This is an optimization exercise on Yosys and OpenROAD, whose aim is a short achievable clock period and few clock cycles, not a production implementation.
The RTL was checked by simulation tests, not by an equivalence proof against the original design.
Power figures rest on the tool's default switching activity, not on a simulated workload.

Setup of sierra:
## cpu
module cpu(
    input reset,
    input clk,
    output [31:0] imem_addr,
    input [31:0] imem_rdata,
    output [31:0] dmem_addr,
    output [31:0] dmem_wdata,
    output dmem_we,
    input [31:0] dmem_rdata,
    output reg is_halted
);
For scale: about 11000 cells after synthesis.
export LEC_CHECK = 0
export ABC_CLOCK_PERIOD_IN_PS = 2500
export CAP_MARGIN = 20
export CORE_MARGIN = 2
export CORE_UTILIZATION = 25
export CTS_CLUSTER_DIAMETER = 100
export CTS_CLUSTER_SIZE = 20
export PLACE_DENSITY = 0.45
export SLEW_MARGIN = 20
create_clock -name core_clock -period 11.0 [get_ports {clk}]
standard.sh (not shown) runs the stock make flow with config.mk's settings and CLKGATE_MAP_FILE= SYNTH_SCRIPT=/design/flow/synth_recipe.tcl, a recipe that flattens the netlist after the stock synthesis.
==> flow/flow/run.sh <==
#!/bin/bash
# The standard layout, with timing repair aiming well below the clock period.
set -uo pipefail
bash standard.sh SETUP_SLACK_MARGIN=7.5 finish > standard_make.log 2>&1
Testbench counts of sierra, summed over its fixed seeds: cycles 104,744.
#### Input delta (ember over sierra)
--- a/flow/design.v
+++ b/flow/design.v
@@ -36,28 +36,28 @@
   reg [31:0] m_res, m_sd;
   reg        w_wr;
   reg [4:0]  w_rd;
   reg [31:0] w_val;
   reg        uc_en, ui_en;
   reg [9:0]  u_pc;
   reg [1:0]  uc_ctr;
   reg [9:0]  ui_tgt;
   reg [9:0]  ras;
-  reg [127:0] bc_v;
-  reg [255:0] bc;
+  reg [63:0]  bc_v;
+  reg [127:0] bc;
   reg [1:0]   f_ctr;
   reg         f_cv;
   always @(*) begin
     f_ctr = 2'b0;
     f_cv = 1'b0;
-    for (i = 0; i < 128; i = i + 1) begin
-      f_ctr = f_ctr | ({2{pc_f[6:0] == i}} & bc[i*2 +: 2]);
-      f_cv = f_cv | ((pc_f[6:0] == i) & bc_v[i]);
+    for (i = 0; i < 64; i = i + 1) begin
+      f_ctr = f_ctr | ({2{pc_f[5:0] == i}} & bc[i*2 +: 2]);
+      f_cv = f_cv | ((pc_f[5:0] == i) & bc_v[i]);
     end
   end
   reg [4:0]  ct_r;
   reg [11:0] ct_v;
   reg [15:0]     it_v;
   reg [16*16-1:0] it;
   reg [15:0]     f_it;
   reg            f_itv;
   always @(*) begin
@@ -253,23 +253,23 @@
     end
     uc_en  <= !reset && e_br && !e_kill;
     ui_en  <= !reset && e_jalr && !e_kill && e_ind;
     u_pc   <= e_pc;
     uc_ctr <= !e_cv ? {2{taken}} :
               taken ? (e_ctr == 2'b11 ? 2'b11 : e_ctr + 2'b01) :
                       (e_ctr == 2'b00 ? 2'b00 : e_ctr - 2'b01);
     ui_tgt <= jt[11:2];
     if (reset)
-      bc_v <= 128'b0;
+      bc_v <= 64'b0;
     else if (uc_en)
-      bc_v[u_pc[6:0]] <= 1'b1;
-    for (i = 0; i < 128; i = i + 1)
-      if (uc_en && u_pc[6:0] == i) bc[i*2 +: 2] <= uc_ctr;
+      bc_v[u_pc[5:0]] <= 1'b1;
+    for (i = 0; i < 64; i = i + 1)
+      if (uc_en && u_pc[5:0] == i) bc[i*2 +: 2] <= uc_ctr;
     if (reset)
       ct_r <= 5'd0;
     else if (!stall_d && f_addi0)
       ct_r <= ir[11:7];
     if (!stall_d && f_addi0)
       ct_v <= ir[31:20];
     if (reset)
       it_v <= 16'b0;
     else if (ui_en)
==> comparison <==
Lower minimum clock period goes to sierra over ember.
The lower leakage component of the power came out of ember.
ember ended with every stage complete and zero timing, DRC or antenna violations.
ember vs sierra, peak supply drop went down by 6.6%.
The part of the power in the clock network of ember exceeds that of sierra by 0.6 points.
Summary of ember over sierra: final worst-path cycle share climbed 1.4 points, total standard cell area after synthesis -about 8%.
Multiplexer share of the synthesized area for ember: 0.41 points up relative to sierra
From sierra to ember the numbers moved as follows: sequential share of layout area -1.7 points, effective utilization at floorplan ~0 delta.
Testbench counts of ember, summed over its fixed seeds: cycles 104,930.


The RTL this note starts from:
==> flow/design.v <==
module cpu(
    input reset,
    input clk,
    output [31:0] imem_addr,
    input [31:0] imem_rdata,
    output [31:0] dmem_addr,
    output [31:0] dmem_wdata,
    output dmem_we,
    input [31:0] dmem_rdata,
    output reg is_halted
);
  integer i;
  localparam [6:0] OP_R = 7'b0110011, OP_I = 7'b0010011, OP_LD = 7'b0000011,
                   OP_ST = 7'b0100011, OP_BR = 7'b1100011, OP_JAL = 7'b1101111,
                   OP_JALR = 7'b1100111, OP_LUI = 7'b0110111,
                   OP_AUIPC = 7'b0010111, OP_SYS = 7'b1110011;
  reg [9:0] pc_f;
  reg        d_v;
  reg [31:0] d_inst;
  reg [9:0]  d_pc, d_btgt, d_pnext;
  reg        d_pt, d_cv;
  reg [1:0]  d_ctr;
  reg        e_wr, e_ldwr, e_st, e_br, e_jalr, e_ecall, e_kill;
  reg [4:0]  e_rd;
  reg [31:0] e_a, e_b, e_sd;
  reg [4:0]  e_sh;
  reg        e_add, e_sub, e_sll, e_srl, e_and, e_or, e_xor, e_link;
  reg        e_beq, e_bne, e_blt, e_bge;
  reg [10:0] e_pc1;
  reg [9:0]  e_pc, e_btgt;
  reg [11:0] e_expa;
  reg        e_pt, e_cv, e_ind;
  reg [1:0]  e_ctr;
  reg        m_we, m_wr, m_ld;
  reg [4:0]  m_rd;
  reg [31:0] m_res, m_sd;
  reg        w_wr;
  reg [4:0]  w_rd;
  reg [31:0] w_val;
  reg        uc_en, ui_en;
  reg [9:0]  u_pc;
  reg [1:0]  uc_ctr;
  reg [9:0]  ui_tgt;
  reg [9:0]  ras;
  reg [127:0] bc_v;
  reg [255:0] bc;
  reg [1:0]   f_ctr;
  reg         f_cv;
  always @(*) begin
    f_ctr = 2'b0;
    f_cv = 1'b0;
    for (i = 0; i < 128; i = i + 1) begin
      f_ctr = f_ctr | ({2{pc_f[6:0] == i}} & bc[i*2 +: 2]);
      f_cv = f_cv | ((pc_f[6:0] == i) & bc_v[i]);
    end
  end
  reg [4:0]  ct_r;
  reg [11:0] ct_v;
  reg [15:0]     it_v;
  reg [16*16-1:0] it;
  reg [15:0]     f_it;
  reg            f_itv;
  always @(*) begin
    f_it = 16'b0;
    f_itv = 1'b0;
    for (i = 0; i < 16; i = i + 1) begin
      f_it = f_it | ({16{pc_f[3:0] == i}} & it[i*16 +: 16]);
      f_itv = f_itv | ((pc_f[3:0] == i) & it_v[i]);
    end
  end
  wire f_ithit = f_itv && f_it[15:10] == pc_f[9:4];
  wire [31:0] ir = imem_rdata;
  wire f_jal  = ir[6:0] == OP_JAL;
  wire f_br   = ir[6:0] == OP_BR;
  wire f_jalr = ir[6:0] == OP_JALR;
  wire f_rs0  = ir[19:15] == 5'd0;
  wire f_ret  = ir[19:15] == 5'd1 && ir[11:7] == 5'd0;
  wire f_call = ir[11:7] == 5'd1;
  wire [9:0] f_jtgt = pc_f + {ir[20], ir[30:22]};
  wire [9:0] f_btgt = pc_f + {ir[7], ir[30:25], ir[11:9]};
  wire [9:0] f_pc1  = pc_f + 10'd1;
  wire [11:0] f_ctgt = ct_v + ir[31:20];
  wire f_ct = ir[19:15] == ct_r;
  wire f_addi0 = ir[6:0] == OP_I && ir[14:12] == 3'b000 && f_rs0;
  wire f_pt = f_cv ? f_ctr[1] : ir[31];
  reg  [9:0] f_pnext;
  always @(*) begin
    if (f_jal)
      f_pnext = f_jtgt;
    else if (f_br && f_pt)
      f_pnext = f_btgt;
    else if (f_jalr && f_rs0)
      f_pnext = ir[31:22];
    else if (f_jalr && f_ret)
      f_pnext = ras;
    else if (f_jalr && f_ithit)
      f_pnext = f_it[9:0];
    else if (f_jalr && f_ct)
      f_pnext = f_ctgt[11:2];
    else
      f_pnext = f_pc1;
  end
  assign imem_addr = {20'b0, pc_f, 2'b00};
  wire [6:0] op  = d_inst[6:0];
  wire [4:0] rd  = d_inst[11:7];
  wire [2:0] f3  = d_inst[14:12];
  wire is_r     = op == OP_R;
  wire is_i     = op == OP_I;
  wire is_ld    = op == OP_LD;
  wire is_st    = op == OP_ST;
  wire is_br    = op == OP_BR;
  wire is_jal   = op == OP_JAL;
  wire is_jalr  = op == OP_JALR;
  wire is_u     = op == OP_LUI || op == OP_AUIPC;
  wire is_ecall = op == OP_SYS;
  wire is_other = !(is_r || is_i || is_ld || is_st || is_br || is_jal ||
                    is_jalr || is_u || is_ecall);
  wire [4:0] rs1 = is_ecall ? 5'd17 : d_inst[19:15];
  wire [4:0] rs2 = d_inst[24:20];
  wire rd_nz = rd != 5'd0;
  wire d_wr  = (is_r || is_i || is_ld || is_jal || is_jalr || is_u ||
                is_other) && rd_nz;
  wire uses1 = !is_jal;
  wire uses2 = is_r || is_st || is_br;
  wire b_reg = is_r || is_br;
  reg [31:0] imm;
  always @(*) begin
    if (is_i || is_ld || is_jalr) imm = {{20{d_inst[31]}}, d_inst[31:20]};
    else if (is_st) imm = {{20{d_inst[31]}}, d_inst[31:25], d_inst[11:7]};
    else if (is_u) imm = {d_inst[31:12], 12'b0};
    else imm = 32'b0;
  end
  wire [10:0] d_pc1 = {1'b0, d_pc} + 11'd1;
  wire stall_d = d_v && e_ldwr &&
    ((uses1 && rs1 == e_rd) || (uses2 && rs2 == e_rd));
  reg [32*32-1:0] rf;
  reg [31:0] rf1, rf2;
  always @(*) begin
    rf1 = 32'b0;
    rf2 = 32'b0;
    for (i = 1; i < 32; i = i + 1) begin
      rf1 = rf1 | ({32{rs1 == i}} & rf[i*32 +: 32]);
      rf2 = rf2 | ({32{rs2 == i}} & rf[i*32 +: 32]);
    end
  end
  wire [31:0] rv1 = (w_wr && w_rd == rs1) ? w_val : rf1;
  wire [31:0] rv2 = (w_wr && w_rd == rs2) ? w_val : rf2;
  wire [31:0] a = e_a;
  wire [31:0] b = e_b;
  wire [31:0] sum = a + b;
  wire [31:0] dif = a - b;
  wire big = |b[31:5];
  wire [31:0] shl = big ? 32'b0 : a << e_sh;
  wire [31:0] shr = big ? 32'b0 : a >> e_sh;
  wire [31:0] res =
    ({32{e_add}} & sum) |
    ({32{e_sub}} & dif) |
    ({32{e_sll}} & shl) |
    ({32{e_srl}} & shr) |
    ({32{e_and}} & (a & b)) |
    ({32{e_or}} & (a | b)) |
    ({32{e_xor}} & (a ^ b)) |
    ({32{e_link}} & {19'b0, e_pc1, 2'b00});
  wire eq = a == b;
  wire lt = a < b;
  wire taken = (e_beq && eq) || (e_bne && !eq) || (e_blt && lt) || (e_bge && !lt);
  wire [11:0] jt = a[11:0] + e_b[11:0];
  wire mis_br = e_br && !e_kill && (taken != e_pt);
  wire mis_j  = e_jalr && !e_kill && (a[11:0] != e_expa);
  wire redirect_e = mis_br || mis_j;
  wire [9:0] tgt_e = e_jalr ? jt[11:2] : taken ? e_btgt : e_pc1[9:0];
  wire halt_e = e_ecall && !e_kill && a == 32'd10;
  wire mv = d_v && !stall_d;
  wire [31:0] mval = m_ld ? dmem_rdata : m_res;
  wire f1_a = e_wr && e_rd == rs1;
  wire f1_2 = e_wr && e_rd == rs2;
  wire f1_b = b_reg && f1_2;
  wire [31:0] alt_a  = (m_wr && m_rd == rs1) ? mval : rv1;
  wire [31:0] alt_sd = (m_wr && m_rd == rs2) ? mval : rv2;
  wire [31:0] alt_b  = b_reg ? alt_sd : imm;
  wire is_shift = (is_r || is_i) && (f3 == 3'b001 || f3 == 3'b101);
  always @(posedge clk) begin
    if (reset)
      pc_f <= 10'd0;
    else if (redirect_e)
      pc_f <= tgt_e;
    else if (!stall_d)
      pc_f <= f_pnext;
    if (reset || redirect_e)
      d_v <= 1'b0;
    else if (!stall_d)
      d_v <= 1'b1;
    if (!stall_d) begin
      d_inst  <= imem_rdata;
      d_pc    <= pc_f;
      d_btgt  <= f_btgt;
      d_pnext <= f_pnext;
      d_pt    <= f_pt;
      d_cv    <= f_cv;
      d_ctr   <= f_ctr;
    end
    e_kill  <= redirect_e;
    e_wr    <= !reset && mv && d_wr;
    e_ldwr  <= !reset && mv && is_ld && rd_nz;
    e_st    <= !reset && mv && is_st;
    e_br    <= !reset && mv && is_br;
    e_jalr  <= !reset && mv && is_jalr;
    e_ecall <= !reset && mv && is_ecall;
    e_rd    <= rd;
    e_a     <= f1_a ? res : alt_a;
    e_b     <= f1_b ? res : alt_b;
    e_sd    <= f1_2 ? res : alt_sd;
    e_sh    <= !is_shift ? 5'b0 : f1_b ? res[4:0] : alt_b[4:0];
    e_sub   <= is_r && f3 == 3'b000 && d_inst[30];
    e_add   <= (is_r && f3 == 3'b000 && !d_inst[30]) ||
               (is_i && f3 == 3'b000) ||
               ((is_r || is_i) && (f3 == 3'b010 || f3 == 3'b011)) ||
               is_ld || is_st || is_u || is_other;
    e_sll   <= (is_r || is_i) && f3 == 3'b001;
    e_srl   <= (is_r || is_i) && f3 == 3'b101;
    e_and   <= (is_r || is_i) && f3 == 3'b111;
    e_or    <= (is_r || is_i) && f3 == 3'b110;
    e_xor   <= (is_r || is_i) && f3 == 3'b100;
    e_link  <= is_jal || is_jalr;
    e_beq   <= f3 == 3'b000;
    e_bne   <= f3 == 3'b001;
    e_blt   <= f3 == 3'b100;
    e_bge   <= f3 == 3'b101;
    e_pc1   <= d_pc1;
    e_pc    <= d_pc;
    e_btgt  <= d_btgt;
    e_expa  <= {d_pnext, 2'b00} - imm[11:0];
    e_pt    <= d_pt;
    e_cv    <= d_cv;
    e_ctr   <= d_ctr;
    e_ind   <= d_inst[19:15] != 5'd0 &&
               !(d_inst[19:15] == 5'd1 && rd == 5'd0);
    m_we  <= !reset && e_st && !e_kill;
    m_wr  <= !reset && e_wr && !e_kill;
    m_ld  <= e_ldwr;
    m_rd  <= e_rd;
    m_res <= res;
    m_sd  <= e_sd;
    w_wr  <= !reset && m_wr;
    w_rd  <= m_rd;
    w_val <= mval;
    if (reset) begin
      rf <= {32*32{1'b0}};
      rf[2*32 +: 32] <= 32'h00002ffc;
    end else if (w_wr) begin
      for (i = 1; i < 32; i = i + 1)
        if (w_rd == i) rf[i*32 +: 32] <= w_val;
    end
    uc_en  <= !reset && e_br && !e_kill;
    ui_en  <= !reset && e_jalr && !e_kill && e_ind;
    u_pc   <= e_pc;
    uc_ctr <= !e_cv ? {2{taken}} :
              taken ? (e_ctr == 2'b11 ? 2'b11 : e_ctr + 2'b01) :
                      (e_ctr == 2'b00 ? 2'b00 : e_ctr - 2'b01);
    ui_tgt <= jt[11:2];
    if (reset)
      bc_v <= 128'b0;
    else if (uc_en)
      bc_v[u_pc[6:0]] <= 1'b1;
    for (i = 0; i < 128; i = i + 1)
      if (uc_en && u_pc[6:0] == i) bc[i*2 +: 2] <= uc_ctr;
    if (reset)
      ct_r <= 5'd0;
    else if (!stall_d && f_addi0)
      ct_r <= ir[11:7];
    if (!stall_d && f_addi0)
      ct_v <= ir[31:20];
    if (reset)
      it_v <= 16'b0;
    else if (ui_en)
      it_v[u_pc[3:0]] <= 1'b1;
    for (i = 0; i < 16; i = i + 1)
      if (ui_en && u_pc[3:0] == i) it[i*16 +: 16] <= {u_pc[9:4], ui_tgt};
    if (reset)
      ras <= 10'd0;
    else if (!stall_d && (f_jal || f_jalr) && f_call)
      ras <= f_pc1;
    is_halted <= !reset && (is_halted || halt_e);
  end
  assign dmem_addr  = m_res;
  assign dmem_wdata = m_sd;
  assign dmem_we    = m_we;
endmodule
clock: 11.0 ns
lec_check: 0
abc_clock_period_in_ps: 2500
cap_margin: 20
core_margin: 2
core_utilization: 25
place_density: 0.45
slew_margin: 20
Scripts as last shown in full above: flow/flow/run.sh
Testbench counts at the start, summed over its fixed seeds: cycles 104,744.
==> next run, changes <==
--- a/flow/design.v
+++ b/flow/design.v
@@ -40,20 +40,20 @@
   reg        uc_en, ui_en;
   reg [9:0]  u_pc;
   reg [1:0]  uc_ctr;
   reg [9:0]  ui_tgt;
   reg [9:0]  ras;
-  reg [127:0] bc_v;
-  reg [255:0] bc;
+  reg [63:0]  bc_v;
+  reg [127:0] bc;
   reg [1:0]   f_ctr;
   reg         f_cv;
   always @(*) begin
     f_ctr = 2'b0;
     f_cv = 1'b0;
-    for (i = 0; i < 128; i = i + 1) begin
-      f_ctr = f_ctr | ({2{pc_f[6:0] == i}} & bc[i*2 +: 2]);
-      f_cv = f_cv | ((pc_f[6:0] == i) & bc_v[i]);
+    for (i = 0; i < 64; i = i + 1) begin
+      f_ctr = f_ctr | ({2{pc_f[5:0] == i}} & bc[i*2 +: 2]);
+      f_cv = f_cv | ((pc_f[5:0] == i) & bc_v[i]);
     end
   end
   reg [4:0]  ct_r;
   reg [11:0] ct_v;
   reg [15:0]     it_v;
@@ -257,15 +257,15 @@
     uc_ctr <= !e_cv ? {2{taken}} :
               taken ? (e_ctr == 2'b11 ? 2'b11 : e_ctr + 2'b01) :
                       (e_ctr == 2'b00 ? 2'b00 : e_ctr - 2'b01);
     ui_tgt <= jt[11:2];
     if (reset)
-      bc_v <= 128'b0;
+      bc_v <= 64'b0;
     else if (uc_en)
-      bc_v[u_pc[6:0]] <= 1'b1;
-    for (i = 0; i < 128; i = i + 1)
-      if (uc_en && u_pc[6:0] == i) bc[i*2 +: 2] <= uc_ctr;
+      bc_v[u_pc[5:0]] <= 1'b1;
+    for (i = 0; i < 64; i = i + 1)
+      if (uc_en && u_pc[5:0] == i) bc[i*2 +: 2] <= uc_ctr;
     if (reset)
       ct_r <= 5'd0;
     else if (!stall_d && f_addi0)
       ct_r <= ir[11:7];
     if (!stall_d && f_addi0)
After rerunning: Non-clock buffer count went down by 37. Cell area went down by a little under a tenth. Worst setup slack loses 0.065 ns. Synthesized area went down by a little under a tenth. Power went down by a little under a tenth. Die area went down by a little under a tenth. Routed wire length went down by a few percent. Synthesized cell count went down by a few percent. Clock skew went down by 0.037 ns. Via count went down by a few percent. Cell count went down by a few percent. Clock power went down by a few percent. Count of clock-buffer cells in the layout went down by 33.
Testbench counts after the change, summed over its fixed seeds: cycles 104,930.

afterwards: timing with drivers on the ports:
The results above use ideal ports. As a check the final layouts listed here were re-extracted and re-timed, cells and wires unchanged. Step 1 (the two cells are an assumption about what drives the block):
set clk [get_ports {clk}]
set_driving_cell -lib_cell sky130_fd_sc_hd__clkbuf_16 $clk
set_driving_cell -lib_cell sky130_fd_sc_hd__buf_2 [delete_from_list [all_inputs] $clk]
Step 2 adds t to the input delays and takes it off the output delays; t is the mean of the earliest and latest rising clock arrival at the registers after step 1. Input paths then give back, and output paths get back, about the clock's delay inside the block. Slacks: ideal ports / drivers / drivers and shift; pairs: ideal ports / drivers.
| run | shift t [ns] | slack for setup (ns) | worst register clock-pin slew, ns | worst data-port slew with drivers (ns) | cell pins on the clock port's net |
|---|---|---|---|---|---|
| sierra | 0.998 | 6.857 / 6.857 / 5.962 | 0.11 / 0.11 | 0.14 | 1 |
| ember | 0.912 | 6.702 / 6.702 / 5.909 | 0.10 / 0.10 | 0.20 | 1 |
| the first run of note 2 | 1.026 | 6.835 / 6.835 / 5.989 | 0.08 / 0.08 | 0.14 | 1 |
| the second run of note 2 | 0.973 | 6.770 / 6.770 / 5.934 | 0.07 / 0.07 | 0.13 | 1 |
After both steps every run listed still meets setup and hold. The setup slack of sierra, which loses most, moves by 0.000 ns with the drivers and by -0.895 ns with both steps.
